This design comes from an exercise in tuning for small area and a short achievable clock period on the open sky130 flow, not from production work. The RTL was checked by simulation tests, not by an equivalence proof against the original design.

==> inputs of run G <==
// intt4point
module intt4point(
    input clk, rst,
    input [15:0] in0, in1, in2, in3,
    output [15:0] out0, out1, out2, out3
);
  wire s1 = in0[0] ^ in2[0];
  wire c2 = in0[0] & in2[0];
  wire s3 = in0[1] ^ in2[1] ^ c2;
  wire c4 = (in0[1] & in2[1]) | (in0[1] & c2) | (in2[1] & c2);
  wire s5 = in0[2] ^ in2[2] ^ c4;
  wire c6 = (in0[2] & in2[2]) | (in0[2] & c4) | (in2[2] & c4);
  wire s7 = in0[3] ^ in2[3] ^ c6;
  wire c8 = (in0[3] & in2[3]) | (in0[3] & c6) | (in2[3] & c6);
  wire s9 = in0[4] ^ in2[4] ^ c8;
  wire c10 = (in0[4] & in2[4]) | (in0[4] & c8) | (in2[4] & c8);
  wire s11 = in0[5] ^ in2[5] ^ c10;
  wire c12 = (in0[5] & in2[5]) | (in0[5] & c10) | (in2[5] & c10);
  wire s13 = in0[6] ^ in2[6] ^ c12;
  wire c14 = (in0[6] & in2[6]) | (in0[6] & c12) | (in2[6] & c12);
  wire s15 = in0[7] ^ in2[7] ^ c14;
  wire c16 = (in0[7] & in2[7]) | (in0[7] & c14) | (in2[7] & c14);
  wire s17 = in0[8] ^ in2[8] ^ c16;
  wire c18 = (in0[8] & in2[8]) | (in0[8] & c16) | (in2[8] & c16);
  wire s19 = in0[9] ^ in2[9] ^ c18;
  wire c20 = (in0[9] & in2[9]) | (in0[9] & c18) | (in2[9] & c18);
  wire s21 = in0[10] ^ in2[10] ^ c20;
  wire c22 = (in0[10] & in2[10]) | (in0[10] & c20) | (in2[10] & c20);
  wire s23 = in0[11] ^ in2[11] ^ c22;
  wire c24 = (in0[11] & in2[11]) | (in0[11] & c22) | (in2[11] & c22);
  wire s25 = in0[12] ^ in2[12] ^ c24;
  wire c26 = (in0[12] & in2[12]) | (in0[12] & c24) | (in2[12] & c24);
  wire s27 = in1[0] ^ in3[0];
  wire c28 = in1[0] & in3[0];
  wire s29 = in1[1] ^ in3[1] ^ c28;
  ...
==> flow/config.mk <==
export PLATFORM = sky130hd
export DESIGN_NAME = intt4point
export DESIGN_NICKNAME = intt4point
export VERILOG_FILES = /design/flow/design.v
export SDC_FILE = /design/flow/constraint.sdc
export NUM_CORES = 4
export LEC_CHECK = 0
export CAP_MARGIN = 20
export CORE_MARGIN = 2
export CORE_UTILIZATION = 60
export CTS_BUF_LIST = sky130_fd_sc_hd__clkbuf_8
export SLEW_MARGIN = 60
==> flow/constraint.sdc <==
create_clock -name core_clock -period 95.0 [get_ports {clk}]
set_input_delay 19.0000 -clock core_clock [delete_from_list [all_inputs] [get_ports {clk}]]
set_output_delay 19.0000 -clock core_clock [all_outputs]
set_load 0.01 [all_outputs]
standard.sh (not shown) runs the stock make flow with config.mk's settings and CLKGATE_MAP_FILE= SYNTH_SCRIPT=/design/flow/synth_recipe.tcl, a recipe that flattens the netlist after the stock synthesis.
==> flow/flow/run.sh <==
#!/bin/bash
# Standard ORFS layout, with one extra step between synthesis and floorplan:
# flow/fixinv.py removes inverters between full adders by flipping the
# polarity of self-dual full-adder cells (registers and ports untouched).
# Port buffers are plain sky130 buf_2 cells instead of the delay buffer that
# buffer_ports picks by default; every input and output still gets its buffer.
set -euo pipefail
export BUFFER_PORTS_ARGS="-buffer_cell sky130_fd_sc_hd__buf_2"
cd "$(dirname "$0")/.."
R=orfs/results/${FLOW_PLATFORM:-sky130hd}/intt4point/base
bash standard.sh synth > synth.log 2>&1
cp $R/1_2_yosys.v 1_2_yosys.orig.v
python3 flow/fixinv.py 1_2_yosys.orig.v $R/1_2_yosys.v > fixinv.log 2>&1
rm -f $R/1_synth.odb $R/1_synth.sdc
bash standard.sh > layout.log 2>&1
==> flow/flow/fixinv.py <==
#!/usr/bin/env python3
"""Remove inverters between full adders by flipping full-adder polarity.

A full adder is self-dual: FA(~a, ~b, ~c) = (~sum, ~cout). This pass
collapses inverter chains, chooses for every sky130 fa cell whether it
computes the true or the complemented function, and re-inserts only the
inverters the chosen polarities need. Registers, ports and all other cells
are left as they are. usage: fixinv.py IN.v OUT.v
"""
import re, sys
from collections import defaultdict

OUTPINS = {'X', 'Y', 'Q', 'Q_N', 'SUM', 'COUT', 'HI', 'LO'}
src = open(sys.argv[1]).read()
inst_re = re.compile(r'^  (sky130_fd_sc_hd__\w+) (\S+(?: )?) \(\n(.*?)\n  \);\n', re.S | re.M)
pin_re = re.compile(r'\.(\w+)\((.*?)\)(?:,)?$')

cells = []
first = None; last = None
for m in inst_re.finditer(src):
    if first is None: first = m.start()
    last = m.end()
    pins = []
    for line in m.group(3).split('\n'):
        pm = pin_re.match(line.strip())
        if not pm: raise SystemExit('cannot parse pin line: ' + line)
        pins.append([pm.group(1), pm.group(2)])
    cells.append({'type': m.group(1), 'name': m.group(2), 'pins': pins})
head = src[:first]; tail = src[last:]
if inst_re.sub('', src[first:last]).strip():
    raise SystemExit('unparsed text between instances')

ports = set()
for m in re.finditer(r'^\s*(input|output)\s+(?:\[(\d+):(\d+)\]\s+)?(\w+);', head, re.M):
    if m.group(2):
        for i in range(int(m.group(3)), int(m.group(2)) + 1): ports.add(f'{m.group(4)}[{i}]')
    else:
        ports.add(m.group(4))

def is_inv(c):
    return re.match(r'sky130_fd_sc_hd__(clk)?inv_\d+$', c['type']) is not None

driver = {}
for c in cells:
    for p, n in c['pins']:
        if p in OUTPINS: driver[n] = (c, p)

removable = []
for c in cells:
    if is_inv(c):
        pd = dict(c['pins'])
        if pd['Y'] not in ports and pd['A'] != 'clk':
            c['rm'] = True; removable.append(c)

def root(n):
    par = 0
    while n in driver and driver[n][0].get('rm'):
        n = dict(driver[n][0]['pins'])['A']; par ^= 1
    return n, par

fa = [c for c in cells if c['type'].startswith('sky130_fd_sc_hd__fa_')]
for c in fa:
    c['flip'] = 0
    c['can'] = all(n not in ports for p, n in c['pins'] if p in OUTPINS)

# loads: (cell, pin index, root, parity)
loads = defaultdict(list)
for c in cells:
    if c.get('rm'): continue
    for i, (p, n) in enumerate(c['pins']):
        if p in OUTPINS: continue
        r, par = root(n)
        loads[r].append((c, i, par))
# roots whose logical value is required at a port through a removed inverter chain cannot happen
# (inverters driving ports are kept).

ha_in = {}   # id(ha) -> {'A': (root, par), 'B': (root, par)}
for c in cells:
    if c.get('rm') or not c['type'].startswith('sky130_fd_sc_hd__ha_'): continue
    d = {}
    for p, n in c['pins']:
        if p in ('A', 'B'): d[p] = root(n)
    ha_in[id(c)] = d
partner = defaultdict(set)
for d in ha_in.values():
    partner[d['A'][0]].add(d['B'][0]); partner[d['B'][0]].add(d['A'][0])

def rootflip(r):
    d = driver.get(r)
    return d[0].get('flip', 0) if d else 0

def is_ha(c): return c['type'].startswith('sky130_fd_sc_hd__ha_')
def pinneed(c, i, par, r):
    """1 if this load pin needs the complement of root r's physical net."""
    n = par ^ rootflip(r) ^ c.get('flip', 0)
    if n and is_ha(c):
        pa = ha_in[id(c)]
        other = pa['B'] if c['pins'][i][0] == 'A' else pa['A']
        if other[1] ^ rootflip(other[0]):
            return 0     # both inputs complemented: becomes xor2 + nor2
    return n
def need(r):
    return any(pinneed(c, i, par, r) for c, i, par in loads[r])

fa_roots = defaultdict(set)   # fa cell -> roots it touches
for r, ls in loads.items():
    for c, i, par in ls:
        if c in fa: fa_roots[id(c)].add(r)
for c in fa:
    for p, n in c['pins']:
        if p in OUTPINS: fa_roots[id(c)].add(n)
for c in fa:
    extra_r = set()
    for r in fa_roots[id(c)]: extra_r |= partner.get(r, set())
    fa_roots[id(c)] |= extra_r

before = sum(1 for r in loads if need(r))
import random, math
rng = random.Random(1)
flippable = [c for c in fa if c['can']]
def total(): return sum(1 for r in loads if need(r))
def greedy():
    improved = True
    while improved:
        improved = False
        for c in flippable:
            rs = fa_roots[id(c)]
            old = sum(1 for r in rs if need(r))
            c['flip'] ^= 1
            new = sum(1 for r in rs if need(r))
            if new < old: improved = True
            else: c['flip'] ^= 1
greedy()
cur = total(); best = cur; bestf = [c['flip'] for c in flippable]
T = 2.0
steps = 400000 if flippable else 0
for it in range(steps):
    c = rng.choice(flippable)
    rs = fa_roots[id(c)]
    old = sum(1 for r in rs if need(r))
    c['flip'] ^= 1
    new = sum(1 for r in rs if need(r))
    dlt = new - old
    if dlt <= 0 or rng.random() < math.exp(-dlt / T):
        cur += dlt
        if cur < best:
            best = cur; bestf = [x['flip'] for x in flippable]
    else:
        c['flip'] ^= 1
    T = max(0.05, 2.0 * (1 - it / steps))
for c, f in zip(flippable, bestf): c['flip'] = f
greedy()
after = total()

newwires = []; newcells = []
invnet = {}
k = 0
nconv = 0
for c in cells:
    if c.get('rm') or not is_ha(c): continue
    d = ha_in[id(c)]
    if (d['A'][1] ^ rootflip(d['A'][0])) and (d['B'][1] ^ rootflip(d['B'][0])):
        c['conv'] = True; nconv += 1
for r, ls in loads.items():
    f = rootflip(r)
    for c, i, par in ls:
        if c.get('conv'):
            c['pins'][i][1] = r
            continue
        if par ^ f ^ c.get('flip', 0):
            if r not in invnet:
                k += 1
                nn = f'_fixinv_n{k}_'
                invnet[r] = nn; newwires.append(nn)
                newcells.append({'type': 'sky130_fd_sc_hd__inv_1', 'name': f'_fixinv_c{k}_',
                                 'pins': [['A', r], ['Y', nn]]})
            c['pins'][i][1] = invnet[r]
        else:
            c['pins'][i][1] = r

def emit(c):
    if c.get('conv'):
        d = dict(c['pins'])
        return (f'  sky130_fd_sc_hd__xor2_1 {c["name"]}_x (\n    .A({d["A"]}),\n    .B({d["B"]}),\n    .X({d["SUM"]})\n  );\n'
                f'  sky130_fd_sc_hd__nor2_1 {c["name"]}_n (\n    .A({d["A"]}),\n    .B({d["B"]}),\n    .Y({d["COUT"]})\n  );\n')
    body = ',\n'.join(f'    .{p}({n})' for p, n in c['pins'])
    return f'  {c["type"]} {c["name"]} (\n{body}\n  );\n'

out = head.rstrip('\n') + '\n' + ''.join(f'  wire {w};\n' for w in newwires)
out += ''.join(emit(c) for c in cells if not c.get('rm')) + ''.join(emit(c) for c in newcells) + tail
open(sys.argv[2], 'w').write(out)
print(f'fixinv: {len(removable)} inverters removed, {len(newcells)} added; '
      f'{sum(c["flip"] for c in fa)} of {len(fa)} full adders flipped; {nconv} half adders to xor2+nor2; roots needing inverter {before} -> {after}',
      file=sys.stderr)
==> run P (differences from run G) <==
==> flow/flow/run.sh (replaced) <==
#!/bin/bash
# Standard ORFS layout, with one extra step between synthesis and floorplan:
# flow/fixinv.py removes inverters between full adders by flipping the
# polarity of self-dual full-adder cells (registers and ports untouched)
# and gives the latest-arriving input of each full adder its fastest pin.
# Port buffers are plain sky130 buf_1 cells instead of the delay buffer that
# buffer_ports picks by default; every input and output still gets its buffer.
set -euo pipefail
export BUFFER_PORTS_ARGS="-buffer_cell sky130_fd_sc_hd__buf_1"
cd "$(dirname "$0")/.."
R=orfs/results/${FLOW_PLATFORM:-sky130hd}/intt4point/base
bash standard.sh synth > synth.log 2>&1
cp $R/1_2_yosys.v 1_2_yosys.orig.v
python3 flow/fixinv.py 1_2_yosys.orig.v $R/1_2_yosys.v > fixinv.log 2>&1
rm -f $R/1_synth.odb $R/1_synth.sdc
bash standard.sh > layout.log 2>&1
--- a/flow/flow/fixinv.py
+++ b/flow/flow/fixinv.py
@@ -178,6 +178,54 @@
         else:
             c['pins'][i][1] = r
 
+# Full-adder inputs are interchangeable: give the latest-arriving net the CIN
+# pin (the fastest one) and the earliest the A pin (the slowest), using a
+# rough unit-delay estimate of arrival times.
+def swap_fa_pins(allcells):
+    drv = {}
+    for c in allcells:
+        for p, n in c['pins']:
+            if p in OUTPINS: drv[n] = c
+    arr = {}
+    busy = set()
+    def cell_in(c):
+        return [n for p, n in c['pins'] if p not in OUTPINS and p != 'CLK']
+    def arrival(n):
+        if n in arr: return arr[n]
+        c = drv.get(n)
+        if c is None: arr[n] = 0.0; return 0.0
+        t = c['type']
+        if 'dfxtp' in t: arr[n] = 0.5; return 0.5
+        if id(c) in busy: return 0.0
+        busy.add(id(c))
+        ins = [arrival(x) for x in cell_in(c)]
+        busy.discard(id(c))
+        m = max(ins) if ins else 0.0
+        if '__fa_' in t:
+            pd = dict(c['pins']); pin = [p for p, x in c['pins'] if x == n][0]
+            ta, tb, tc = arrival(pd['A']), arrival(pd['B']), arrival(pd['CIN'])
+            if pin == 'COUT': d = max(ta + 0.40, tb + 0.37, tc + 0.34)
+            else: d = max(ta + 0.50, tb + 0.47, tc + 0.45)
+        elif '__ha_' in t: d = m + 0.25
+        elif 'inv' in t: d = m + 0.08
+        else: d = m + 0.2
+        arr[n] = d
+        return d
+    import sys
+    sys.setrecursionlimit(100000)
+    nsw = 0
+    order = sorted([c for c in allcells if '__fa_' in c['type']], key=lambda c: max(arrival(n) for p, n in c['pins'] if p in ('A','B','CIN')))
+    for c in order:
+        idx = {p: i for i, (p, n) in enumerate(c['pins'])}
+        ins = sorted([c['pins'][idx[p]][1] for p in ('A', 'B', 'CIN')], key=arrival)
+        old = [c['pins'][idx[p]][1] for p in ('A', 'B', 'CIN')]
+        if old != ins:
+            nsw += 1
+            for p, n in zip(('A', 'B', 'CIN'), ins): c['pins'][idx[p]][1] = n
+            for p, n in c['pins']:
+                if p in OUTPINS: arr.pop(n, None)
+    return nsw
+
 def emit(c):
     if c.get('conv'):
         d = dict(c['pins'])
@@ -186,9 +234,10 @@
     body = ',\n'.join(f'    .{p}({n})' for p, n in c['pins'])
     return f'  {c["type"]} {c["name"]} (\n{body}\n  );\n'
 
+nswap = swap_fa_pins([c for c in cells if not c.get('rm')] + newcells)
 out = head.rstrip('\n') + '\n' + ''.join(f'  wire {w};\n' for w in newwires)
 out += ''.join(emit(c) for c in cells if not c.get('rm')) + ''.join(emit(c) for c in newcells) + tail
 open(sys.argv[2], 'w').write(out)
 print(f'fixinv: {len(removable)} inverters removed, {len(newcells)} added; '
-      f'{sum(c["flip"] for c in fa)} of {len(fa)} full adders flipped; {nconv} half adders to xor2+nor2; roots needing inverter {before} -> {after}',
+      f'{nswap} full adders with inputs reordered; {sum(c["flip"] for c in fa)} of {len(fa)} full adders flipped; {nconv} half adders to xor2+nor2; roots needing inverter {before} -> {after}',
       file=sys.stderr)
Settings changed: ABC_AREA from default to 1, CORE_UTILIZATION 60 to 75.
==> impl_results.md <==
* Status: complete, no violations
* Fmax at 37.0 MHz
* Hold path startpoint: in2[10]
* Die area at 17,700 sq um
* Non-clk invs at 261
* Data buffer area share at 0.0298
* CP peak stage delay at 0.65 ns
* Fin cells at 1,672
* Storage element area at 1150 sq um
(the above is from run P)
==> impl_results.md <==
* Status: complete, no violations
* Hold path startpoint: in2[5]
* Fin cells at 1,491
* CP peak stage delay at 0.62 ns
* Fmax at 36.8 MHz
* Data buffer area share at 0.0407
* Storage element area at 1150 sq um
* Non-clk invs at 173
* Crit path launch: rb[8]
* Die area at 21,300 sq um
* Routed Antenna Nets at 0
(the above is from run G)

## port drivers added, routing unchanged
The flow's constraints put no driver on any port. The routed layouts listed below were extracted and timed again, unchanged, in two steps. Step 1 assumes that a clkbuf_16 drives the clock port and a buf_2 every other input. Step 2 adds t to the input delays and takes it off the output delays; t is the mean of the earliest and latest rising clock arrival at the registers after step 1. Input paths then give back, and output paths get back, about the clock's delay inside the block. Slacks: no drivers / after step 1 / after step 2; pairs: no drivers / after step 1.
| run | t, ns | slack for setup (ns) | hold slack, ns | cell pins on the clock port's net |
|---|---|---|---|---|
| run G | 0.361 | 67.819 / 67.787 / 68.149 | 19.019 / 19.013 / 19.374 | 1 |
| run P | 0.374 | 68.001 / 67.972 / 68.347 | 19.073 / 19.069 / 19.443 | 1 |
After both steps every run listed still meets setup and hold.
